This is an optimization exercise on Yosys and OpenROAD, whose aim is small area and a short achievable clock period, not a production implementation. Where RTL was checked, it was by simulation tests only, not by an equivalence proof against the original. Only the layout flow was run in run 2; the RTL was not checked for function there.

==> flow/design.v (outline; a module is shown in full before it is edited, if it fits) <==
// module ConvolutionModule: 4299 lines
// module FA: 4 lines
// module HA: 4 lines
// module AOI22: 3 lines
// module AOI222: 4 lines
// module sqrt: 333 lines
// module Coprocessor: 23 lines
// module Triple: 655 lines
// module FilterPipe: 63 lines
module FilterPipe (
    input  wire         clk,
    input  wire         rst,
    input  wire         in_valid,
    input  wire [2:0]   op_code,
    input  wire [1:0]   matrix_size,
    input  wire [199:0] matrix_a,
    input  wire [199:0] matrix_b,
    input  wire [199:0] matrix_c,
    output reg          out_valid,
    output reg  [7:0]   result
);
  // ...
==> flow/flow/run.sh <==
#!/bin/bash
# The standard layout (the standard.sh: ORFS from synthesis to finish) with
# three changes:
#  - ABC maps the logic for a load of 1 (ABC_LOAD_IN_FF=1) instead of the
#    platform's 5, so it does not upsize the small AOI cells it maps;
#  - the buffers that ABC inserted are removed at floorplan
#    (REMOVE_ABC_BUFFERS=1, as global placement is not timing driven here);
#  - the port buffers that global placement inserts are sky130_fd_sc_hd__buf_1.
# make's output goes to standard.log; ORFS keeps each step's log under orfs/logs.
set -euo pipefail
export BUFFER_PORTS_ARGS="-buffer_cell sky130_fd_sc_hd__buf_1"
bash standard.sh ABC_LOAD_IN_FF=1 REMOVE_ABC_BUFFERS=1 finish > standard.log 2>&1
==> flow/standard.sh <==
#!/bin/bash
# synth_recipe.tcl (not shown) runs the flow's synth.tcl, then flattens the netlist and writes it again
# the make line also repeats each setting of config.mk as NAME=value (left out here)
make -C /OpenROAD-flow-scripts/flow DESIGN_CONFIG=/design/flow/config.mk WORK_HOME=/design/flow/orfs CLKGATE_MAP_FILE= SYNTH_SCRIPT=/design/flow/synth_recipe.tcl "${@:-finish}"
==> flow/config.mk <==
export PLATFORM = sky130hd
export DESIGN_NAME = FilterPipe
export DESIGN_NICKNAME = FilterPipe
export VERILOG_FILES = /design/flow/design.v
export SDC_FILE = /design/flow/constraint.sdc
export NUM_CORES = 8
export LEC_CHECK = 0
export CAP_MARGIN = 20
export CELL_PAD_IN_SITES_DETAIL_PLACEMENT = 1
export CORE_MARGIN = 2
export CORE_UTILIZATION = 40
export CTS_CLUSTER_DIAMETER = 80
export CTS_CLUSTER_SIZE = 30
export GPL_TIMING_DRIVEN = 0
export PLACE_DENSITY_LB_ADDON = 0.1
export SLEW_MARGIN = 20
export SYNTH_HIERARCHICAL = 1
==> flow/constraint.sdc <==
create_clock -name core_clock -period 190.0 [get_ports {clk}]
set_input_delay 38.0000 -clock core_clock [delete_from_list [all_inputs] [get_ports {clk}]]
set_output_delay 38.0000 -clock core_clock [all_outputs]
set_load 0.01 [all_outputs]
==> summary.txt, run 1 <==
Timing
  – Slew @ Worst Pin: 1320 ps
  – Worst clock skew: 33.1 ps
  – Worst slew margin: 11.9%
  – Setup WS post-layout: 150770 ps
  – Setup TNS: 0 ps

Setup path
  – Startpoint types: flip-flop
  – Worst path slowest cell: dfxtp_1
  – Worst Path Buf+Inv: 1
  – R2R depth: 97

Layout
  – Seq cells: 612
  – Non-clock buffers: 623
  – Most common cell after layout, fill and taps aside: fa_1
  – Largest regs: a_r (200), b_r (200), c_r (200)
  – Fraction of area in registers: 13.3%
  – Buffer share of cell area: 2.65%

Floorplan
  – Die Area: 223000 µm²
  – Starting Density: 40.1%
  – IO Pins: 617

Worst hold path
  – Hold Crit Depth: 1

Global routing
  – GR Overflow Total: 0

Run status
  – Status: timing/DRC/antenna clean

Logic synthesis
  – Mapped Area: 87800 µm²

Placed design
  – Placed insts: 9995
  – GP Congestion: 1.14

Routing
  – Initial DRC Count: 18933
  – Met3 Wirelength: 71.2 mm
  – Metal-1 WL: 196 mm
==> inputs of run 2 (changes only) <==
--- a/flow/design.v
+++ b/flow/design.v
@@ -24,7 +24,8 @@
   AOI222 u_t10 (.a1(t0), .a2(am[7]), .b1(t1), .b2(am[6]), .c1(t2), .c2(t[7]), .y(t10));
   wire t11;
   AOI22 u_t11 (.a1(t1), .a2(am[7]), .b1(t2), .b2(t[8]), .y(t11));
-  wire t12 = ~(t2 & t[9]);
+  wire t12;
+  NAND2 u_t12 (.a(t2), .b(t[9]), .y(t12));
   wire t13 = k[2] & ~k[3];
   wire t14 = ~k[2] & k[3];
   wire t15 = k[2] & k[3];
@@ -45,7 +46,8 @@
   AOI222 u_t23 (.a1(t13), .a2(am[7]), .b1(t14), .b2(am[6]), .c1(t15), .c2(t[7]), .y(t23));
   wire t24;
   AOI22 u_t24 (.a1(t14), .a2(am[7]), .b1(t15), .b2(t[8]), .y(t24));
-  wire t25 = ~(t15 & t[9]);
+  wire t25;
+  NAND2 u_t25 (.a(t15), .b(t[9]), .y(t25));
   wire t26 = k[4] & ~k[5];
   wire t27 = ~k[4] & k[5];
   wire t28 = k[4] & k[5];
@@ -66,7 +68,8 @@
   AOI222 u_t36 (.a1(t26), .a2(am[7]), .b1(t27), .b2(am[6]), .c1(t28), .c2(t[7]), .y(t36));
   wire t37;
   AOI22 u_t37 (.a1(t27), .a2(am[7]), .b1(t28), .b2(t[8]), .y(t37));
-  wire t38 = ~(t28 & t[9]);
+  wire t38;
+  NAND2 u_t38 (.a(t28), .b(t[9]), .y(t38));
   wire t39 = ~(am[0] & k[6]);
   wire t40 = ~(am[0] & k[7]);
   wire t41 = ~(am[1] & k[6]);
@@ -103,7 +106,8 @@
   AOI222 u_t65 (.a1(t55), .a2(am[15]), .b1(t56), .b2(am[14]), .c1(t57), .c2(t[17]), .y(t65));
   wire t66;
   AOI22 u_t66 (.a1(t56), .a2(am[15]), .b1(t57), .b2(t[18]), .y(t66));
-  wire t67 = ~(t57 & t[19]);
+  wire t67;
+  NAND2 u_t67 (.a(t57), .b(t[19]), .y(t67));
   wire t68 = k[10] & ~k[11];
   wire t69 = ~k[10] & k[11];
   wire t70 = k[10] & k[11];
@@ -124,7 +128,8 @@
   AOI222 u_t78 (.a1(t68), .a2(am[15]), .b1(t69), .b2(am[14]), .c1(t70), .c2(t[17]), .y(t78));
   wire t79;
   AOI22 u_t79 (.a1(t69), .a2(am[15]), .b1(t70), .b2(t[18]), .y(t79));
-  wire t80 = ~(t70 & t[19]);
+  wire t80;
+  NAND2 u_t80 (.a(t70), .b(t[19]), .y(t80));
   wire t81 = k[12] & ~k[13];
   wire t82 = ~k[12] & k[13];
   wire t83 = k[12] & k[13];
@@ -145,7 +150,8 @@
   AOI222 u_t91 (.a1(t81), .a2(am[15]), .b1(t82), .b2(am[14]), .c1(t83), .c2(t[17]), .y(t91));
   wire t92;
   AOI22 u_t92 (.a1(t82), .a2(am[15]), .b1(t83), .b2(t[18]), .y(t92));
-  wire t93 = ~(t83 & t[19]);
+  wire t93;
+  NAND2 u_t93 (.a(t83), .b(t[19]), .y(t93));
   wire t94 = ~(am[8] & k[14]);
   wire t95 = ~(am[8] & k[15]);
   wire t96 = ~(am[9] & k[14]);
@@ -182,7 +188,8 @@
   AOI222 u_t120 (.a1(t110), .a2(am[23]), .b1(t111), .b2(am[22]), .c1(t112), .c2(t[27]), .y(t120));
   wire t121;
   AOI22 u_t121 (.a1(t111), .a2(am[23]), .b1(t112), .b2(t[28]), .y(t121));
-  wire t122 = ~(t112 & t[29]);
+  wire t122;
+  NAND2 u_t122 (.a(t112), .b(t[29]), .y(t122));
   wire t123 = k[18] & ~k[19];
   wire t124 = ~k[18] & k[19];
   wire t125 = k[18] & k[19];
@@ -203,7 +210,8 @@
   AOI222 u_t133 (.a1(t123), .a2(am[23]), .b1(t124), .b2(am[22]), .c1(t125), .c2(t[27]), .y(t133));
   wire t134;
   AOI22 u_t134 (.a1(t124), .a2(am[23]), .b1(t125), .b2(t[28]), .y(t134));
-  wire t135 = ~(t125 & t[29]);
+  wire t135;
+  NAND2 u_t135 (.a(t125), .b(t[29]), .y(t135));
   wire t136 = k[20] & ~k[21];
   wire t137 = ~k[20] & k[21];
   wire t138 = k[20] & k[21];
@@ -224,7 +232,8 @@
   AOI222 u_t146 (.a1(t136), .a2(am[23]), .b1(t137), .b2(am[22]), .c1(t138), .c2(t[27]), .y(t146));
   wire t147;
   AOI22 u_t147 (.a1(t137), .a2(am[23]), .b1(t138), .b2(t[28]), .y(t147));
-  wire t148 = ~(t138 & t[29]);
+  wire t148;
+  NAND2 u_t148 (.a(t138), .b(t[29]), .y(t148));
   wire t149 = ~(am[16] & k[22]);
   wire t150 = ~(am[16] & k[23]);
   wire t151 = ~(am[17] & k[22]);
@@ -261,7 +270,8 @@
   AOI222 u_t175 (.a1(t165), .a2(am[31]), .b1(t166), .b2(am[30]), .c1(t167), .c2(t[37]), .y(t175));
   wire t176;
   AOI22 u_t176 (.a1(t166), .a2(am[31]), .b1(t167), .b2(t[38]), .y(t176));
-  wire t177 = ~(t167 & t[39]);
+  wire t177;
+  NAND2 u_t177 (.a(t167), .b(t[39]), .y(t177));
   wire t178 = k[26] & ~k[27];
   wire t179 = ~k[26] & k[27];
   wire t180 = k[26] & k[27];
@@ -282,7 +292,8 @@
   AOI222 u_t188 (.a1(t178), .a2(am[31]), .b1(t179), .b2(am[30]), .c1(t180), .c2(t[37]), .y(t188));
   wire t189;
   AOI22 u_t189 (.a1(t179), .a2(am[31]), .b1(t180), .b2(t[38]), .y(t189));
-  wire t190 = ~(t180 & t[39]);
+  wire t190;
+  NAND2 u_t190 (.a(t180), .b(t[39]), .y(t190));
   wire t191 = k[28] & ~k[29];
   wire t192 = ~k[28] & k[29];
   wire t193 = k[28] & k[29];
@@ -303,7 +314,8 @@
   AOI222 u_t201 (.a1(t191), .a2(am[31]), .b1(t192), .b2(am[30]), .c1(t193), .c2(t[37]), .y(t201));
   wire t202;
   AOI22 u_t202 (.a1(t192), .a2(am[31]), .b1(t193), .b2(t[38]), .y(t202));
-  wire t203 = ~(t193 & t[39]);
+  wire t203;
+  NAND2 u_t203 (.a(t193), .b(t[39]), .y(t203));
   wire t204 = ~(am[24] & k[30]);
   wire t205 = ~(am[24] & k[31]);
   wire t206 = ~(am[25] & k[30]);
@@ -340,7 +352,8 @@
   AOI222 u_t230 (.a1(t220), .a2(am[39]), .b1(t221), .b2(am[38]), .c1(t222), .c2(t[47]), .y(t230));
   wire t231;
   AOI22 u_t231 (.a1(t221), .a2(am[39]), .b1(t222), .b2(t[48]), .y(t231));
-  wire t232 = ~(t222 & t[49]);
+  wire t232;
+  NAND2 u_t232 (.a(t222), .b(t[49]), .y(t232));
   wire t233 = k[34] & ~k[35];
   wire t234 = ~k[34] & k[35];
   wire t235 = k[34] & k[35];
@@ -361,7 +374,8 @@
   AOI222 u_t243 (.a1(t233), .a2(am[39]), .b1(t234), .b2(am[38]), .c1(t235), .c2(t[47]), .y(t243));
   wire t244;
   AOI22 u_t244 (.a1(t234), .a2(am[39]), .b1(t235), .b2(t[48]), .y(t244));
-  wire t245 = ~(t235 & t[49]);
+  wire t245;
+  NAND2 u_t245 (.a(t235), .b(t[49]), .y(t245));
   wire t246 = k[36] & ~k[37];
   wire t247 = ~k[36] & k[37];
   wire t248 = k[36] & k[37];
@@ -382,7 +396,8 @@
   AOI222 u_t256 (.a1(t246), .a2(am[39]), .b1(t247), .b2(am[38]), .c1(t248), .c2(t[47]), .y(t256));
   wire t257;
   AOI22 u_t257 (.a1(t247), .a2(am[39]), .b1(t248), .b2(t[48]), .y(t257));
-  wire t258 = ~(t248 & t[49]);
+  wire t258;
+  NAND2 u_t258 (.a(t248), .b(t[49]), .y(t258));
   wire t259 = ~(am[32] & k[38]);
   wire t260 = ~(am[32] & k[39]);
   wire t261 = ~(am[33] & k[38]);
@@ -419,7 +434,8 @@
   AOI222 u_t285 (.a1(t275), .a2(am[47]), .b1(t276), .b2(am[46]), .c1(t277), .c2(t[57]), .y(t285));
   wire t286;
   AOI22 u_t286 (.a1(t276), .a2(am[47]), .b1(t277), .b2(t[58]), .y(t286));
-  wire t287 = ~(t277 & t[59]);
+  wire t287;
+  NAND2 u_t287 (.a(t277), .b(t[59]), .y(t287));
   wire t288 = k[42] & ~k[43];
   wire t289 = ~k[42] & k[43];
   wire t290 = k[42] & k[43];
@@ -440,7 +456,8 @@
   AOI222 u_t298 (.a1(t288), .a2(am[47]), .b1(t289), .b2(am[46]), .c1(t290), .c2(t[57]), .y(t298));
   wire t299;
   AOI22 u_t299 (.a1(t289), .a2(am[47]), .b1(t290), .b2(t[58]), .y(t299));
-  wire t300 = ~(t290 & t[59]);
+  wire t300;
+  NAND2 u_t300 (.a(t290), .b(t[59]), .y(t300));
   wire t301 = k[44] & ~k[45];
   wire t302 = ~k[44] & k[45];
   wire t303 = k[44] & k[45];
@@ -461,7 +478,8 @@
   AOI222 u_t311 (.a1(t301), .a2(am[47]), .b1(t302), .b2(am[46]), .c1(t303), .c2(t[57]), .y(t311));
   wire t312;
   AOI22 u_t312 (.a1(t302), .a2(am[47]), .b1(t303), .b2(t[58]), .y(t312));
-  wire t313 = ~(t303 & t[59]);
+  wire t313;
+  NAND2 u_t313 (.a(t303), .b(t[59]), .y(t313));
   wire t314 = ~(am[40] & k[46]);
   wire t315 = ~(am[40] & k[47]);
   wire t316 = ~(am[41] & k[46]);
@@ -498,7 +516,8 @@
   AOI222 u_t340 (.a1(t330), .a2(am[55]), .b1(t331), .b2(am[54]), .c1(t332), .c2(t[67]), .y(t340));
   wire t341;
   AOI22 u_t341 (.a1(t331), .a2(am[55]), .b1(t332), .b2(t[68]), .y(t341));
-  wire t342 = ~(t332 & t[69]);
+  wire t342;
+  NAND2 u_t342 (.a(t332), .b(t[69]), .y(t342));
   wire t343 = k[50] & ~k[51];
   wire t344 = ~k[50] & k[51];
   wire t345 = k[50] & k[51];
@@ -519,7 +538,8 @@
   AOI222 u_t353 (.a1(t343), .a2(am[55]), .b1(t344), .b2(am[54]), .c1(t345), .c2(t[67]), .y(t353));
   wire t354;
   AOI22 u_t354 (.a1(t344), .a2(am[55]), .b1(t345), .b2(t[68]), .y(t354));
-  wire t355 = ~(t345 & t[69]);
+  wire t355;
+  NAND2 u_t355 (.a(t345), .b(t[69]), .y(t355));
   wire t356 = k[52] & ~k[53];
   wire t357 = ~k[52] & k[53];
   wire t358 = k[52] & k[53];
@@ -540,7 +560,8 @@
   AOI222 u_t366 (.a1(t356), .a2(am[55]), .b1(t357), .b2(am[54]), .c1(t358), .c2(t[67]), .y(t366));
   wire t367;
   AOI22 u_t367 (.a1(t357), .a2(am[55]), .b1(t358), .b2(t[68]), .y(t367));
-  wire t368 = ~(t358 & t[69]);
+  wire t368;
+  NAND2 u_t368 (.a(t358), .b(t[69]), .y(t368));
   wire t369 = ~(am[48] & k[54]);
   wire t370 = ~(am[48] & k[55]);
   wire t371 = ~(am[49] & k[54]);
@@ -577,7 +598,8 @@
   AOI222 u_t395 (.a1(t385), .a2(am[63]), .b1(t386), .b2(am[62]), .c1(t387), .c2(t[77]), .y(t395));
   wire t396;
   AOI22 u_t396 (.a1(t386), .a2(am[63]), .b1(t387), .b2(t[78]), .y(t396));
-  wire t397 = ~(t387 & t[79]);
+  wire t397;
+  NAND2 u_t397 (.a(t387), .b(t[79]), .y(t397));
   wire t398 = k[58] & ~k[59];
   wire t399 = ~k[58] & k[59];
   wire t400 = k[58] & k[59];
@@ -598,7 +620,8 @@
   AOI222 u_t408 (.a1(t398), .a2(am[63]), .b1(t399), .b2(am[62]), .c1(t400), .c2(t[77]), .y(t408));
   wire t409;
   AOI22 u_t409 (.a1(t399), .a2(am[63]), .b1(t400), .b2(t[78]), .y(t409));
-  wire t410 = ~(t400 & t[79]);
+  wire t410;
+  NAND2 u_t410 (.a(t400), .b(t[79]), .y(t410));
   wire t411 = k[60] & ~k[61];
   wire t412 = ~k[60] & k[61];
   wire t413 = k[60] & k[61];
@@ -619,7 +642,8 @@
   AOI222 u_t421 (.a1(t411), .a2(am[63]), .b1(t412), .b2(am[62]), .c1(t413), .c2(t[77]), .y(t421));
   wire t422;
   AOI22 u_t422 (.a1(t412), .a2(am[63]), .b1(t413), .b2(t[78]), .y(t422));
-  wire t423 = ~(t413 & t[79]);
+  wire t423;
+  NAND2 u_t423 (.a(t413), .b(t[79]), .y(t423));
   wire t424 = ~(am[56] & k[62]);
   wire t425 = ~(am[56] & k[63]);
   wire t426 = ~(am[57] & k[62]);
@@ -656,7 +680,8 @@
   AOI222 u_t450 (.a1(t440), .a2(am[71]), .b1(t441), .b2(am[70]), .c1(t442), .c2(t[87]), .y(t450));
   wire t451;
   AOI22 u_t451 (.a1(t441), .a2(am[71]), .b1(t442), .b2(t[88]), .y(t451));
-  wire t452 = ~(t442 & t[89]);
+  wire t452;
+  NAND2 u_t452 (.a(t442), .b(t[89]), .y(t452));
   wire t453 = k[66] & ~k[67];
   wire t454 = ~k[66] & k[67];
   wire t455 = k[66] & k[67];
@@ -677,7 +702,8 @@
   AOI222 u_t463 (.a1(t453), .a2(am[71]), .b1(t454), .b2(am[70]), .c1(t455), .c2(t[87]), .y(t463));
   wire t464;
   AOI22 u_t464 (.a1(t454), .a2(am[71]), .b1(t455), .b2(t[88]), .y(t464));
-  wire t465 = ~(t455 & t[89]);
+  wire t465;
+  NAND2 u_t465 (.a(t455), .b(t[89]), .y(t465));
   wire t466 = k[68] & ~k[69];
   wire t467 = ~k[68] & k[69];
   wire t468 = k[68] & k[69];
@@ -698,7 +724,8 @@
   AOI222 u_t476 (.a1(t466), .a2(am[71]), .b1(t467), .b2(am[70]), .c1(t468), .c2(t[87]), .y(t476));
   wire t477;
   AOI22 u_t477 (.a1(t467), .a2(am[71]), .b1(t468), .b2(t[88]), .y(t477));
-  wire t478 = ~(t468 & t[89]);
+  wire t478;
+  NAND2 u_t478 (.a(t468), .b(t[89]), .y(t478));
   wire t479 = ~(am[64] & k[70]);
   wire t480 = ~(am[64] & k[71]);
   wire t481 = ~(am[65] & k[70]);
@@ -735,7 +762,8 @@
   AOI222 u_t505 (.a1(t495), .a2(am[79]), .b1(t496), .b2(am[78]), .c1(t497), .c2(t[97]), .y(t505));
   wire t506;
   AOI22 u_t506 (.a1(t496), .a2(am[79]), .b1(t497), .b2(t[98]), .y(t506));
-  wire t507 = ~(t497 & t[99]);
+  wire t507;
+  NAND2 u_t507 (.a(t497), .b(t[99]), .y(t507));
   wire t508 = k[74] & ~k[75];
   wire t509 = ~k[74] & k[75];
   wire t510 = k[74] & k[75];
@@ -756,7 +784,8 @@
   AOI222 u_t518 (.a1(t508), .a2(am[79]), .b1(t509), .b2(am[78]), .c1(t510), .c2(t[97]), .y(t518));
   wire t519;
   AOI22 u_t519 (.a1(t509), .a2(am[79]), .b1(t510), .b2(t[98]), .y(t519));
-  wire t520 = ~(t510 & t[99]);
+  wire t520;
+  NAND2 u_t520 (.a(t510), .b(t[99]), .y(t520));
   wire t521 = k[76] & ~k[77];
   wire t522 = ~k[76] & k[77];
   wire t523 = k[76] & k[77];
@@ -777,7 +806,8 @@
   AOI222 u_t531 (.a1(t521), .a2(am[79]), .b1(t522), .b2(am[78]), .c1(t523), .c2(t[97]), .y(t531));
   wire t532;
   AOI22 u_t532 (.a1(t522), .a2(am[79]), .b1(t523), .b2(t[98]), .y(t532));
-  wire t533 = ~(t523 & t[99]);
+  wire t533;
+  NAND2 u_t533 (.a(t523), .b(t[99]), .y(t533));
   wire t534 = ~(am[72] & k[78]);
   wire t535 = ~(am[72] & k[79]);
   wire t536 = ~(am[73] & k[78]);
@@ -814,7 +844,8 @@
   AOI222 u_t560 (.a1(t550), .a2(am[87]), .b1(t551), .b2(am[86]), .c1(t552), .c2(t[107]), .y(t560));
   wire t561;
   AOI22 u_t561 (.a1(t551), .a2(am[87]), .b1(t552), .b2(t[108]), .y(t561));
-  wire t562 = ~(t552 & t[109]);
+  wire t562;
+  NAND2 u_t562 (.a(t552), .b(t[109]), .y(t562));
   wire t563 = k[82] & ~k[83];
   wire t564 = ~k[82] & k[83];
   wire t565 = k[82] & k[83];
@@ -835,7 +866,8 @@
   AOI222 u_t573 (.a1(t563), .a2(am[87]), .b1(t564), .b2(am[86]), .c1(t565), .c2(t[107]), .y(t573));
   wire t574;
   AOI22 u_t574 (.a1(t564), .a2(am[87]), .b1(t565), .b2(t[108]), .y(t574));
-  wire t575 = ~(t565 & t[109]);
+  wire t575;
+  NAND2 u_t575 (.a(t565), .b(t[109]), .y(t575));
   wire t576 = k[84] & ~k[85];
   wire t577 = ~k[84] & k[85];
   wire t578 = k[84] & k[85];
@@ -856,7 +888,8 @@
   AOI222 u_t586 (.a1(t576), .a2(am[87]), .b1(t577), .b2(am[86]), .c1(t578), .c2(t[107]), .y(t586));
   wire t587;
   AOI22 u_t587 (.a1(t577), .a2(am[87]), .b1(t578), .b2(t[108]), .y(t587));
-  wire t588 = ~(t578 & t[109]);
+  wire t588;
+  NAND2 u_t588 (.a(t578), .b(t[109]), .y(t588));
   wire t589 = ~(am[80] & k[86]);
   wire t590 = ~(am[80] & k[87]);
   wire t591 = ~(am[81] & k[86]);
@@ -893,7 +926,8 @@
   AOI222 u_t615 (.a1(t605), .a2(am[95]), .b1(t606), .b2(am[94]), .c1(t607), .c2(t[117]), .y(t615));
   wire t616;
   AOI22 u_t616 (.a1(t606), .a2(am[95]), .b1(t607), .b2(t[118]), .y(t616));
-  wire t617 = ~(t607 & t[119]);
+  wire t617;
+  NAND2 u_t617 (.a(t607), .b(t[119]), .y(t617));
   wire t618 = k[90] & ~k[91];
   wire t619 = ~k[90] & k[91];
   wire t620 = k[90] & k[91];
@@ -914,7 +948,8 @@
   AOI222 u_t628 (.a1(t618), .a2(am[95]), .b1(t619), .b2(am[94]), .c1(t620), .c2(t[117]), .y(t628));
   wire t629;
   AOI22 u_t629 (.a1(t619), .a2(am[95]), .b1(t620), .b2(t[118]), .y(t629));
-  wire t630 = ~(t620 & t[119]);
+  wire t630;
+  NAND2 u_t630 (.a(t620), .b(t[119]), .y(t630));
   wire t631 = k[92] & ~k[93];
   wire t632 = ~k[92] & k[93];
   wire t633 = k[92] & k[93];
@@ -935,7 +970,8 @@
   AOI222 u_t641 (.a1(t631), .a2(am[95]), .b1(t632), .b2(am[94]), .c1(t633), .c2(t[117]), .y(t641));
   wire t642;
   AOI22 u_t642 (.a1(t632), .a2(am[95]), .b1(t633), .b2(t[118]), .y(t642));
-  wire t643 = ~(t633 & t[119]);
+  wire t643;
+  NAND2 u_t643 (.a(t633), .b(t[119]), .y(t643));
   wire t644 = ~(am[88] & k[94]);
   wire t645 = ~(am[88] & k[95]);
   wire t646 = ~(am[89] & k[94]);
@@ -972,7 +1008,8 @@
   AOI222 u_t670 (.a1(t660), .a2(am[103]), .b1(t661), .b2(am[102]), .c1(t662), .c2(t[127]), .y(t670));
   wire t671;
   AOI22 u_t671 (.a1(t661), .a2(am[103]), .b1(t662), .b2(t[128]), .y(t671));
-  wire t672 = ~(t662 & t[129]);
+  wire t672;
+  NAND2 u_t672 (.a(t662), .b(t[129]), .y(t672));
   wire t673 = k[98] & ~k[99];
   wire t674 = ~k[98] & k[99];
   wire t675 = k[98] & k[99];
@@ -993,7 +1030,8 @@
   AOI222 u_t683 (.a1(t673), .a2(am[103]), .b1(t674), .b2(am[102]), .c1(t675), .c2(t[127]), .y(t683));
   wire t684;
   AOI22 u_t684 (.a1(t674), .a2(am[103]), .b1(t675), .b2(t[128]), .y(t684));
-  wire t685 = ~(t675 & t[129]);
+  wire t685;
+  NAND2 u_t685 (.a(t675), .b(t[129]), .y(t685));
   wire t686 = k[100] & ~k[101];
   wire t687 = ~k[100] & k[101];
   wire t688 = k[100] & k[101];
@@ -1014,7 +1052,8 @@
   AOI222 u_t696 (.a1(t686), .a2(am[103]), .b1(t687), .b2(am[102]), .c1(t688), .c2(t[127]), .y(t696));
   wire t697;
   AOI22 u_t697 (.a1(t687), .a2(am[103]), .b1(t688), .b2(t[128]), .y(t697));
-  wire t698 = ~(t688 & t[129]);
+  wire t698;
+  NAND2 u_t698 (.a(t688), .b(t[129]), .y(t698));
   wire t699 = ~(am[96] & k[102]);
   wire t700 = ~(am[96] & k[103]);
   wire t701 = ~(am[97] & k[102]);
@@ -1051,7 +1090,8 @@
   AOI222 u_t725 (.a1(t715), .a2(am[111]), .b1(t716), .b2(am[110]), .c1(t717), .c2(t[137]), .y(t725));
   wire t726;
   AOI22 u_t726 (.a1(t716), .a2(am[111]), .b1(t717), .b2(t[138]), .y(t726));
-  wire t727 = ~(t717 & t[139]);
+  wire t727;
+  NAND2 u_t727 (.a(t717), .b(t[139]), .y(t727));
   wire t728 = k[106] & ~k[107];
   wire t729 = ~k[106] & k[107];
   wire t730 = k[106] & k[107];
@@ -1072,7 +1112,8 @@
   AOI222 u_t738 (.a1(t728), .a2(am[111]), .b1(t729), .b2(am[110]), .c1(t730), .c2(t[137]), .y(t738));
   wire t739;
   AOI22 u_t739 (.a1(t729), .a2(am[111]), .b1(t730), .b2(t[138]), .y(t739));
-  wire t740 = ~(t730 & t[139]);
+  wire t740;
+  NAND2 u_t740 (.a(t730), .b(t[139]), .y(t740));
   wire t741 = k[108] & ~k[109];
   wire t742 = ~k[108] & k[109];
   wire t743 = k[108] & k[109];
@@ -1093,7 +1134,8 @@
   AOI222 u_t751 (.a1(t741), .a2(am[111]), .b1(t742), .b2(am[110]), .c1(t743), .c2(t[137]), .y(t751));
   wire t752;
   AOI22 u_t752 (.a1(t742), .a2(am[111]), .b1(t743), .b2(t[138]), .y(t752));
-  wire t753 = ~(t743 & t[139]);
+  wire t753;
+  NAND2 u_t753 (.a(t743), .b(t[139]), .y(t753));
   wire t754 = ~(am[104] & k[110]);
   wire t755 = ~(am[104] & k[111]);
   wire t756 = ~(am[105] & k[110]);
@@ -1130,7 +1172,8 @@
   AOI222 u_t780 (.a1(t770), .a2(am[119]), .b1(t771), .b2(am[118]), .c1(t772), .c2(t[147]), .y(t780));
   wire t781;
   AOI22 u_t781 (.a1(t771), .a2(am[119]), .b1(t772), .b2(t[148]), .y(t781));
-  wire t782 = ~(t772 & t[149]);
+  wire t782;
+  NAND2 u_t782 (.a(t772), .b(t[149]), .y(t782));
   wire t783 = k[114] & ~k[115];
   wire t784 = ~k[114] & k[115];
   wire t785 = k[114] & k[115];
@@ -1151,7 +1194,8 @@
   AOI222 u_t793 (.a1(t783), .a2(am[119]), .b1(t784), .b2(am[118]), .c1(t785), .c2(t[147]), .y(t793));
   wire t794;
   AOI22 u_t794 (.a1(t784), .a2(am[119]), .b1(t785), .b2(t[148]), .y(t794));
-  wire t795 = ~(t785 & t[149]);
+  wire t795;
+  NAND2 u_t795 (.a(t785), .b(t[149]), .y(t795));
   wire t796 = k[116] & ~k[117];
   wire t797 = ~k[116] & k[117];
   wire t798 = k[116] & k[117];
@@ -1172,7 +1216,8 @@
   AOI222 u_t806 (.a1(t796), .a2(am[119]), .b1(t797), .b2(am[118]), .c1(t798), .c2(t[147]), .y(t806));
   wire t807;
   AOI22 u_t807 (.a1(t797), .a2(am[119]), .b1(t798), .b2(t[148]), .y(t807));
-  wire t808 = ~(t798 & t[149]);
+  wire t808;
+  NAND2 u_t808 (.a(t798), .b(t[149]), .y(t808));
   wire t809 = ~(am[112] & k[118]);
   wire t810 = ~(am[112] & k[119]);
   wire t811 = ~(am[113] & k[118]);
@@ -1209,7 +1254,8 @@
   AOI222 u_t835 (.a1(t825), .a2(am[127]), .b1(t826), .b2(am[126]), .c1(t827), .c2(t[157]), .y(t835));
   wire t836;
   AOI22 u_t836 (.a1(t826), .a2(am[127]), .b1(t827), .b2(t[158]), .y(t836));
-  wire t837 = ~(t827 & t[159]);
+  wire t837;
+  NAND2 u_t837 (.a(t827), .b(t[159]), .y(t837));
   wire t838 = k[122] & ~k[123];
   wire t839 = ~k[122] & k[123];
   wire t840 = k[122] & k[123];
@@ -1230,7 +1276,8 @@
   AOI222 u_t848 (.a1(t838), .a2(am[127]), .b1(t839), .b2(am[126]), .c1(t840), .c2(t[157]), .y(t848));
   wire t849;
   AOI22 u_t849 (.a1(t839), .a2(am[127]), .b1(t840), .b2(t[158]), .y(t849));
-  wire t850 = ~(t840 & t[159]);
+  wire t850;
+  NAND2 u_t850 (.a(t840), .b(t[159]), .y(t850));
   wire t851 = k[124] & ~k[125];
   wire t852 = ~k[124] & k[125];
   wire t853 = k[124] & k[125];
@@ -1251,7 +1298,8 @@
   AOI222 u_t861 (.a1(t851), .a2(am[127]), .b1(t852), .b2(am[126]), .c1(t853), .c2(t[157]), .y(t861));
   wire t862;
   AOI22 u_t862 (.a1(t852), .a2(am[127]), .b1(t853), .b2(t[158]), .y(t862));
-  wire t863 = ~(t853 & t[159]);
+  wire t863;
+  NAND2 u_t863 (.a(t853), .b(t[159]), .y(t863));
   wire t864 = ~(am[120] & k[126]);
   wire t865 = ~(am[120] & k[127]);
   wire t866 = ~(am[121] & k[126]);
@@ -1288,7 +1336,8 @@
   AOI222 u_t890 (.a1(t880), .a2(am[135]), .b1(t881), .b2(am[134]), .c1(t882), .c2(t[167]), .y(t890));
   wire t891;
   AOI22 u_t891 (.a1(t881), .a2(am[135]), .b1(t882), .b2(t[168]), .y(t891));
-  wire t892 = ~(t882 & t[169]);
+  wire t892;
+  NAND2 u_t892 (.a(t882), .b(t[169]), .y(t892));
   wire t893 = k[130] & ~k[131];
   wire t894 = ~k[130] & k[131];
   wire t895 = k[130] & k[131];
@@ -1309,7 +1358,8 @@
   AOI222 u_t903 (.a1(t893), .a2(am[135]), .b1(t894), .b2(am[134]), .c1(t895), .c2(t[167]), .y(t903));
   wire t904;
   AOI22 u_t904 (.a1(t894), .a2(am[135]), .b1(t895), .b2(t[168]), .y(t904));
-  wire t905 = ~(t895 & t[169]);
+  wire t905;
+  NAND2 u_t905 (.a(t895), .b(t[169]), .y(t905));
   wire t906 = k[132] & ~k[133];
   wire t907 = ~k[132] & k[133];
   wire t908 = k[132] & k[133];
@@ -1330,7 +1380,8 @@
   AOI222 u_t916 (.a1(t906), .a2(am[135]), .b1(t907), .b2(am[134]), .c1(t908), .c2(t[167]), .y(t916));
   wire t917;
   AOI22 u_t917 (.a1(t907), .a2(am[135]), .b1(t908), .b2(t[168]), .y(t917));
-  wire t918 = ~(t908 & t[169]);
+  wire t918;
+  NAND2 u_t918 (.a(t908), .b(t[169]), .y(t918));
   wire t919 = ~(am[128] & k[134]);
   wire t920 = ~(am[128] & k[135]);
   wire t921 = ~(am[129] & k[134]);
@@ -1367,7 +1418,8 @@
   AOI222 u_t945 (.a1(t935), .a2(am[143]), .b1(t936), .b2(am[142]), .c1(t937), .c2(t[177]), .y(t945));
   wire t946;
   AOI22 u_t946 (.a1(t936), .a2(am[143]), .b1(t937), .b2(t[178]), .y(t946));
-  wire t947 = ~(t937 & t[179]);
+  wire t947;
+  NAND2 u_t947 (.a(t937), .b(t[179]), .y(t947));
   wire t948 = k[138] & ~k[139];
   wire t949 = ~k[138] & k[139];
   wire t950 = k[138] & k[139];
@@ -1388,7 +1440,8 @@
   AOI222 u_t958 (.a1(t948), .a2(am[143]), .b1(t949), .b2(am[142]), .c1(t950), .c2(t[177]), .y(t958));
   wire t959;
   AOI22 u_t959 (.a1(t949), .a2(am[143]), .b1(t950), .b2(t[178]), .y(t959));
-  wire t960 = ~(t950 & t[179]);
+  wire t960;
+  NAND2 u_t960 (.a(t950), .b(t[179]), .y(t960));
   wire t961 = k[140] & ~k[141];
   wire t962 = ~k[140] & k[141];
   wire t963 = k[140] & k[141];
@@ -1409,7 +1462,8 @@
   AOI222 u_t971 (.a1(t961), .a2(am[143]), .b1(t962), .b2(am[142]), .c1(t963), .c2(t[177]), .y(t971));
   wire t972;
   AOI22 u_t972 (.a1(t962), .a2(am[143]), .b1(t963), .b2(t[178]), .y(t972));
-  wire t973 = ~(t963 & t[179]);
+  wire t973;
+  NAND2 u_t973 (.a(t963), .b(t[179]), .y(t973));
   wire t974 = ~(am[136] & k[142]);
   wire t975 = ~(am[136] & k[143]);
   wire t976 = ~(am[137] & k[142]);
@@ -1446,7 +1500,8 @@
   AOI222 u_t1000 (.a1(t990), .a2(am[151]), .b1(t991), .b2(am[150]), .c1(t992), .c2(t[187]), .y(t1000));
   wire t1001;
   AOI22 u_t1001 (.a1(t991), .a2(am[151]), .b1(t992), .b2(t[188]), .y(t1001));
-  wire t1002 = ~(t992 & t[189]);
+  wire t1002;
+  NAND2 u_t1002 (.a(t992), .b(t[189]), .y(t1002));
   wire t1003 = k[146] & ~k[147];
   wire t1004 = ~k[146] & k[147];
   wire t1005 = k[146] & k[147];
@@ -1467,7 +1522,8 @@
   AOI222 u_t1013 (.a1(t1003), .a2(am[151]), .b1(t1004), .b2(am[150]), .c1(t1005), .c2(t[187]), .y(t1013));
   wire t1014;
   AOI22 u_t1014 (.a1(t1004), .a2(am[151]), .b1(t1005), .b2(t[188]), .y(t1014));
-  wire t1015 = ~(t1005 & t[189]);
+  wire t1015;
+  NAND2 u_t1015 (.a(t1005), .b(t[189]), .y(t1015));
   wire t1016 = k[148] & ~k[149];
   wire t1017 = ~k[148] & k[149];
   wire t1018 = k[148] & k[149];
@@ -1488,7 +1544,8 @@
   AOI222 u_t1026 (.a1(t1016), .a2(am[151]), .b1(t1017), .b2(am[150]), .c1(t1018), .c2(t[187]), .y(t1026));
   wire t1027;
   AOI22 u_t1027 (.a1(t1017), .a2(am[151]), .b1(t1018), .b2(t[188]), .y(t1027));
-  wire t1028 = ~(t1018 & t[189]);
+  wire t1028;
+  NAND2 u_t1028 (.a(t1018), .b(t[189]), .y(t1028));
   wire t1029 = ~(am[144] & k[150]);
   wire t1030 = ~(am[144] & k[151]);
   wire t1031 = ~(am[145] & k[150]);
@@ -1525,7 +1582,8 @@
   AOI222 u_t1055 (.a1(t1045), .a2(am[159]), .b1(t1046), .b2(am[158]), .c1(t1047), .c2(t[197]), .y(t1055));
   wire t1056;
   AOI22 u_t1056 (.a1(t1046), .a2(am[159]), .b1(t1047), .b2(t[198]), .y(t1056));
-  wire t1057 = ~(t1047 & t[199]);
+  wire t1057;
+  NAND2 u_t1057 (.a(t1047), .b(t[199]), .y(t1057));
   wire t1058 = k[154] & ~k[155];
   wire t1059 = ~k[154] & k[155];
   wire t1060 = k[154] & k[155];
@@ -1546,7 +1604,8 @@
   AOI222 u_t1068 (.a1(t1058), .a2(am[159]), .b1(t1059), .b2(am[158]), .c1(t1060), .c2(t[197]), .y(t1068));
   wire t1069;
   AOI22 u_t1069 (.a1(t1059), .a2(am[159]), .b1(t1060), .b2(t[198]), .y(t1069));
-  wire t1070 = ~(t1060 & t[199]);
+  wire t1070;
+  NAND2 u_t1070 (.a(t1060), .b(t[199]), .y(t1070));
   wire t1071 = k[156] & ~k[157];
   wire t1072 = ~k[156] & k[157];
   wire t1073 = k[156] & k[157];
@@ -1567,7 +1626,8 @@
   AOI222 u_t1081 (.a1(t1071), .a2(am[159]), .b1(t1072), .b2(am[158]), .c1(t1073), .c2(t[197]), .y(t1081));
   wire t1082;
   AOI22 u_t1082 (.a1(t1072), .a2(am[159]), .b1(t1073), .b2(t[198]), .y(t1082));
-  wire t1083 = ~(t1073 & t[199]);
+  wire t1083;
+  NAND2 u_t1083 (.a(t1073), .b(t[199]), .y(t1083));
   wire t1084 = ~(am[152] & k[158]);
   wire t1085 = ~(am[152] & k[159]);
   wire t1086 = ~(am[153] & k[158]);
@@ -1604,7 +1664,8 @@
   AOI222 u_t1110 (.a1(t1100), .a2(am[167]), .b1(t1101), .b2(am[166]), .c1(t1102), .c2(t[207]), .y(t1110));
   wire t1111;
   AOI22 u_t1111 (.a1(t1101), .a2(am[167]), .b1(t1102), .b2(t[208]), .y(t1111));
-  wire t1112 = ~(t1102 & t[209]);
+  wire t1112;
+  NAND2 u_t1112 (.a(t1102), .b(t[209]), .y(t1112));
   wire t1113 = k[162] & ~k[163];
   wire t1114 = ~k[162] & k[163];
   wire t1115 = k[162] & k[163];
@@ -1625,7 +1686,8 @@
   AOI222 u_t1123 (.a1(t1113), .a2(am[167]), .b1(t1114), .b2(am[166]), .c1(t1115), .c2(t[207]), .y(t1123));
   wire t1124;
   AOI22 u_t1124 (.a1(t1114), .a2(am[167]), .b1(t1115), .b2(t[208]), .y(t1124));
-  wire t1125 = ~(t1115 & t[209]);
+  wire t1125;
+  NAND2 u_t1125 (.a(t1115), .b(t[209]), .y(t1125));
   wire t1126 = k[164] & ~k[165];
   wire t1127 = ~k[164] & k[165];
   wire t1128 = k[164] & k[165];
@@ -1646,7 +1708,8 @@
   AOI222 u_t1136 (.a1(t1126), .a2(am[167]), .b1(t1127), .b2(am[166]), .c1(t1128), .c2(t[207]), .y(t1136));
   wire t1137;
   AOI22 u_t1137 (.a1(t1127), .a2(am[167]), .b1(t1128), .b2(t[208]), .y(t1137));
-  wire t1138 = ~(t1128 & t[209]);
+  wire t1138;
+  NAND2 u_t1138 (.a(t1128), .b(t[209]), .y(t1138));
   wire t1139 = ~(am[160] & k[166]);
   wire t1140 = ~(am[160] & k[167]);
   wire t1141 = ~(am[161] & k[166]);
@@ -1683,7 +1746,8 @@
   AOI222 u_t1165 (.a1(t1155), .a2(am[175]), .b1(t1156), .b2(am[174]), .c1(t1157), .c2(t[217]), .y(t1165));
   wire t1166;
   AOI22 u_t1166 (.a1(t1156), .a2(am[175]), .b1(t1157), .b2(t[218]), .y(t1166));
-  wire t1167 = ~(t1157 & t[219]);
+  wire t1167;
+  NAND2 u_t1167 (.a(t1157), .b(t[219]), .y(t1167));
   wire t1168 = k[170] & ~k[171];
   wire t1169 = ~k[170] & k[171];
   wire t1170 = k[170] & k[171];
@@ -1704,7 +1768,8 @@
   AOI222 u_t1178 (.a1(t1168), .a2(am[175]), .b1(t1169), .b2(am[174]), .c1(t1170), .c2(t[217]), .y(t1178));
   wire t1179;
   AOI22 u_t1179 (.a1(t1169), .a2(am[175]), .b1(t1170), .b2(t[218]), .y(t1179));
-  wire t1180 = ~(t1170 & t[219]);
+  wire t1180;
+  NAND2 u_t1180 (.a(t1170), .b(t[219]), .y(t1180));
   wire t1181 = k[172] & ~k[173];
   wire t1182 = ~k[172] & k[173];
   wire t1183 = k[172] & k[173];
@@ -1725,7 +1790,8 @@
   AOI222 u_t1191 (.a1(t1181), .a2(am[175]), .b1(t1182), .b2(am[174]), .c1(t1183), .c2(t[217]), .y(t1191));
   wire t1192;
   AOI22 u_t1192 (.a1(t1182), .a2(am[175]), .b1(t1183), .b2(t[218]), .y(t1192));
-  wire t1193 = ~(t1183 & t[219]);
+  wire t1193;
+  NAND2 u_t1193 (.a(t1183), .b(t[219]), .y(t1193));
   wire t1194 = ~(am[168] & k[174]);
   wire t1195 = ~(am[168] & k[175]);
   wire t1196 = ~(am[169] & k[174]);
@@ -1762,7 +1828,8 @@
   AOI222 u_t1220 (.a1(t1210), .a2(am[183]), .b1(t1211), .b2(am[182]), .c1(t1212), .c2(t[227]), .y(t1220));
   wire t1221;
   AOI22 u_t1221 (.a1(t1211), .a2(am[183]), .b1(t1212), .b2(t[228]), .y(t1221));
-  wire t1222 = ~(t1212 & t[229]);
+  wire t1222;
+  NAND2 u_t1222 (.a(t1212), .b(t[229]), .y(t1222));
   wire t1223 = k[178] & ~k[179];
   wire t1224 = ~k[178] & k[179];
   wire t1225 = k[178] & k[179];
@@ -1783,7 +1850,8 @@
   AOI222 u_t1233 (.a1(t1223), .a2(am[183]), .b1(t1224), .b2(am[182]), .c1(t1225), .c2(t[227]), .y(t1233));
   wire t1234;
   AOI22 u_t1234 (.a1(t1224), .a2(am[183]), .b1(t1225), .b2(t[228]), .y(t1234));
-  wire t1235 = ~(t1225 & t[229]);
+  wire t1235;
+  NAND2 u_t1235 (.a(t1225), .b(t[229]), .y(t1235));
   wire t1236 = k[180] & ~k[181];
   wire t1237 = ~k[180] & k[181];
   wire t1238 = k[180] & k[181];
@@ -1804,7 +1872,8 @@
   AOI222 u_t1246 (.a1(t1236), .a2(am[183]), .b1(t1237), .b2(am[182]), .c1(t1238), .c2(t[227]), .y(t1246));
   wire t1247;
   AOI22 u_t1247 (.a1(t1237), .a2(am[183]), .b1(t1238), .b2(t[228]), .y(t1247));
-  wire t1248 = ~(t1238 & t[229]);
+  wire t1248;
+  NAND2 u_t1248 (.a(t1238), .b(t[229]), .y(t1248));
   wire t1249 = ~(am[176] & k[182]);
   wire t1250 = ~(am[176] & k[183]);
   wire t1251 = ~(am[177] & k[182]);
@@ -1841,7 +1910,8 @@
   AOI222 u_t1275 (.a1(t1265), .a2(am[191]), .b1(t1266), .b2(am[190]), .c1(t1267), .c2(t[237]), .y(t1275));
   wire t1276;
   AOI22 u_t1276 (.a1(t1266), .a2(am[191]), .b1(t1267), .b2(t[238]), .y(t1276));
-  wire t1277 = ~(t1267 & t[239]);
+  wire t1277;
+  NAND2 u_t1277 (.a(t1267), .b(t[239]), .y(t1277));
   wire t1278 = k[186] & ~k[187];
   wire t1279 = ~k[186] & k[187];
   wire t1280 = k[186] & k[187];
@@ -1862,7 +1932,8 @@
   AOI222 u_t1288 (.a1(t1278), .a2(am[191]), .b1(t1279), .b2(am[190]), .c1(t1280), .c2(t[237]), .y(t1288));
   wire t1289;
   AOI22 u_t1289 (.a1(t1279), .a2(am[191]), .b1(t1280), .b2(t[238]), .y(t1289));
-  wire t1290 = ~(t1280 & t[239]);
+  wire t1290;
+  NAND2 u_t1290 (.a(t1280), .b(t[239]), .y(t1290));
   wire t1291 = k[188] & ~k[189];
   wire t1292 = ~k[188] & k[189];
   wire t1293 = k[188] & k[189];
@@ -1883,7 +1954,8 @@
   AOI222 u_t1301 (.a1(t1291), .a2(am[191]), .b1(t1292), .b2(am[190]), .c1(t1293), .c2(t[237]), .y(t1301));
   wire t1302;
   AOI22 u_t1302 (.a1(t1292), .a2(am[191]), .b1(t1293), .b2(t[238]), .y(t1302));
-  wire t1303 = ~(t1293 & t[239]);
+  wire t1303;
+  NAND2 u_t1303 (.a(t1293), .b(t[239]), .y(t1303));
   wire t1304 = ~(am[184] & k[190]);
   wire t1305 = ~(am[184] & k[191]);
   wire t1306 = ~(am[185] & k[190]);
@@ -1920,7 +1992,8 @@
   AOI222 u_t1330 (.a1(t1320), .a2(am[199]), .b1(t1321), .b2(am[198]), .c1(t1322), .c2(t[247]), .y(t1330));
   wire t1331;
   AOI22 u_t1331 (.a1(t1321), .a2(am[199]), .b1(t1322), .b2(t[248]), .y(t1331));
-  wire t1332 = ~(t1322 & t[249]);
+  wire t1332;
+  NAND2 u_t1332 (.a(t1322), .b(t[249]), .y(t1332));
   wire t1333 = k[194] & ~k[195];
   wire t1334 = ~k[194] & k[195];
   wire t1335 = k[194] & k[195];
@@ -1941,7 +2014,8 @@
   AOI222 u_t1343 (.a1(t1333), .a2(am[199]), .b1(t1334), .b2(am[198]), .c1(t1335), .c2(t[247]), .y(t1343));
   wire t1344;
   AOI22 u_t1344 (.a1(t1334), .a2(am[199]), .b1(t1335), .b2(t[248]), .y(t1344));
-  wire t1345 = ~(t1335 & t[249]);
+  wire t1345;
+  NAND2 u_t1345 (.a(t1335), .b(t[249]), .y(t1345));
   wire t1346 = k[196] & ~k[197];
   wire t1347 = ~k[196] & k[197];
   wire t1348 = k[196] & k[197];
@@ -1962,7 +2036,8 @@
   AOI222 u_t1356 (.a1(t1346), .a2(am[199]), .b1(t1347), .b2(am[198]), .c1(t1348), .c2(t[247]), .y(t1356));
   wire t1357;
   AOI22 u_t1357 (.a1(t1347), .a2(am[199]), .b1(t1348), .b2(t[248]), .y(t1357));
-  wire t1358 = ~(t1348 & t[249]);
+  wire t1358;
+  NAND2 u_t1358 (.a(t1348), .b(t[249]), .y(t1358));
   wire t1359 = ~(am[192] & k[198]);
   wire t1360 = ~(am[192] & k[199]);
   wire t1361 = ~(am[193] & k[198]);
@@ -4305,6 +4380,9 @@
     assign s  = a ^ b;
     assign co = a & b;
 endmodule
+module NAND2 (input wire a, input wire b, output wire y);
+    assign y = ~(a & b);
+endmodule
 module AOI22 (input wire a1, input wire a2, input wire b1, input wire b2, output wire y);
     assign y = ~((a1 & a2) | (b1 & b2));
 endmodule
==> summary.txt, run 2 <==
Setup path
  – Reg-to-Reg End: result[0]
  – Startpoint types: flip-flop
  – Setup crit start: result[4]
  – Critical path arrival: 1220 ps
  – Cell Chain, Critical Path: buf_1
  – R2R depth: 98 (+1.0%)
  – Reg2reg start: a_r[40]
  – Cell family with the largest share of critical-path delay: flip-flops
  – Worst path slowest cell: dfxtp_1
  – Worst Path Buf+Inv: 1 (unchanged)
  – Cell count along the critical path: 1
  – Slack of the worst reg-to-reg path: 151540 ps
  – Worst path required time: 152000 ps
  – Worst setup endpoint: result[4]
  – Critical path class: flip-flop to output port
  – CP Max Fanout: 1
  – CP endpoint kind: output port
  – Slowest stage delay, CP: 330 ps

Timing
  – Worst slew margin: 13.5% (+1.6 points)
  – F_max: 0.0255 GHz
  – Worst clock skew: 30.6 ps (-2.45 ps)
  – Setup TNS: 0 ps (unchanged)
  – Fin. Hold Viols: 0
  – Slew @ Worst Pin: 1300 ps (-24.5 ps)
  – # setup viols final: 0
  – Count of final max-slew check failures: 0
  – Unrepaired setup endpoints after global routing: false
  – Tmin final: 39220 ps
  – Period utilization: 20.6%

Routing
  – Initial DRC Count: 18229 (-3.7%)
  – DRC: 0
  – Routed WL per cell: 53.3 µm
  – Final wirelength: 536 mm
  – Initial DRT Pass Iterations: 17
  – Antenna Nets Post-Route: 0
  – Via density: 7.18
  – Routed vias: 72131

Clock network
  – Clock Latency Late Sink: 680 ps
  – Post-CTS Resized: 0
  – CTS sink cnt: 612
  – Clk slew on worst S/H paths: 100 ps
  – H-tree depth: 2
  – # hold bufs at CTS: 0
  – Setup Fix Bufs, Post-CTS: 0
  – TritonCTS Buffers: 34
  – Clk root buf: clkbuf_16
  – CTS tree: built
  – Clock Path Buffers: 3

Layout
  – Most frequent cells in the layout: 2488 x fa_1, 1175 x nand2_1, 1050 x a222oi_1
  – Largest regs: a_r (200), b_r (200), c_r (200)
  – Most common cell after layout, fill and taps aside: fa_1
  – Nets: 10334
  – Final Non-Filler Cells: 10049
  – Ratio of cells with drive above 1 in the final layout: 1.34%
  – Layout area overhead: 5.26%

Run status
  – Status: timing/DRC/antenna clean

Logic synthesis
  – Avg Synthesized Cell Area: 12.7 µm²
  – Syn Inst Count: 6905
  – Syn. warnings: 7
  – Mapped Area: 87600 µm² (-0.21%)

Global routing
  – Global-route wire length before repair: 697 mm
  – Total track usage: 47.6%
  – Antenna violations before repair: 20
  – Vias in the first global route: 73915
  – Largest net degree at the start of global routing: 45
  – GR Overflow Total: 0 (unchanged)

Floorplan
  – IO Pins: 617 (unchanged)
  – Die height: 472 µm
  – Starting Density: 40.3% (+0.23 points)
  – Die width: 472 µm
  – Num rows: 171
  – Die Area: 223000 µm² (-0.21%)
  – Core area: 217000 µm²

Placed design
  – GP Congestion: 1.15 (+0.77%)
  – Placed insts: 9977 (-0.18%)
  – DP HPWL: 468 mm
  – IO buf count: 616

Worst hold path
  – Hold Crit Depth: 1 (unchanged)
  – Worst hold path type: flip-flop to flip-flop

Flow run
  – Max-Cap Viols: 0
[run 2: area by class of cell]
cell class | count | area, µm²
tap | 2854 | 3570
antenna | 11 | 27.5
inverter | 113 | 424
fill | 22805 | 125000
timing repair buffer | 622 | 2430
clock buffer | 38 | 930
multi-input combinational | 5776 | 72300
sequential | 612 | 12300
clock inverter | 23 | 308
[run 2: stage by stage]
stage / instance area [µm²] / setup slack, ps / utilization (%) / hold slack, ps
after floorplan: 85000 / 150510 / - / 414
after global placement: 90900 / 142240 / 41.8 / 419
after detailed placement: 91000 / 150370 / 41.9 / 444
after CTS: 92200 / 150720 / 42.4 / 464
after global routing: 92200 / 150280 / 42.4 / 481
final: 92300 / 150780 / 42.4 / 467
[run 2: worst min-delay path by stage]
stage / startpoint / to
floorplan: v_r / out_valid
global route: v_r / out_valid
global placement: v_r / out_valid
finish: v_r / out_valid
detailed placement: v_r / out_valid
CTS: v_r / out_valid
[run 2: layer usage]
layer,global-route usage [%],routed length [µm],vias to the layer above
li1,-,-,25673
met4,33.9,48900,20
met5,0,132,-
met1,61.9,197000,38941
met3,15.3,69100,1099
met2,67.0,221000,6398

re-timing with driven ports:
Ports are ideal in the flow. The routed layouts listed here were re-timed in OpenROAD.
Step 1: set_driving_cell puts a clkbuf_16 on clk and a buf_2 on each other input, an assumption about the parent block.
Step 2, shift: input delay + t, output delay - t, t = (earliest + latest rising clock arrival at the registers) / 2. This alone moves slack from input paths to output paths.
Slacks: ideal ports / drivers / drivers and shift; pairs: ideal ports / drivers.
run | t (ns) | setup WS [ns] | clock arrival spread, ns | worst register clock-pin slew, ns | pins driven straight from the clock port
run 1 | 0.831 | 150.770 / 150.666 / 150.543 | 0.039 / 0.039 | 0.11 / 0.11 | 1
run 2 | 0.778 | 150.777 / 150.669 / 150.419 | 0.045 / 0.046 | 0.11 / 0.11 | 1
After both steps every run listed still meets setup and hold. For run 2, which loses most, drivers alone change the setup slack by -0.108 ns; drivers and shift together by -0.358 ns.
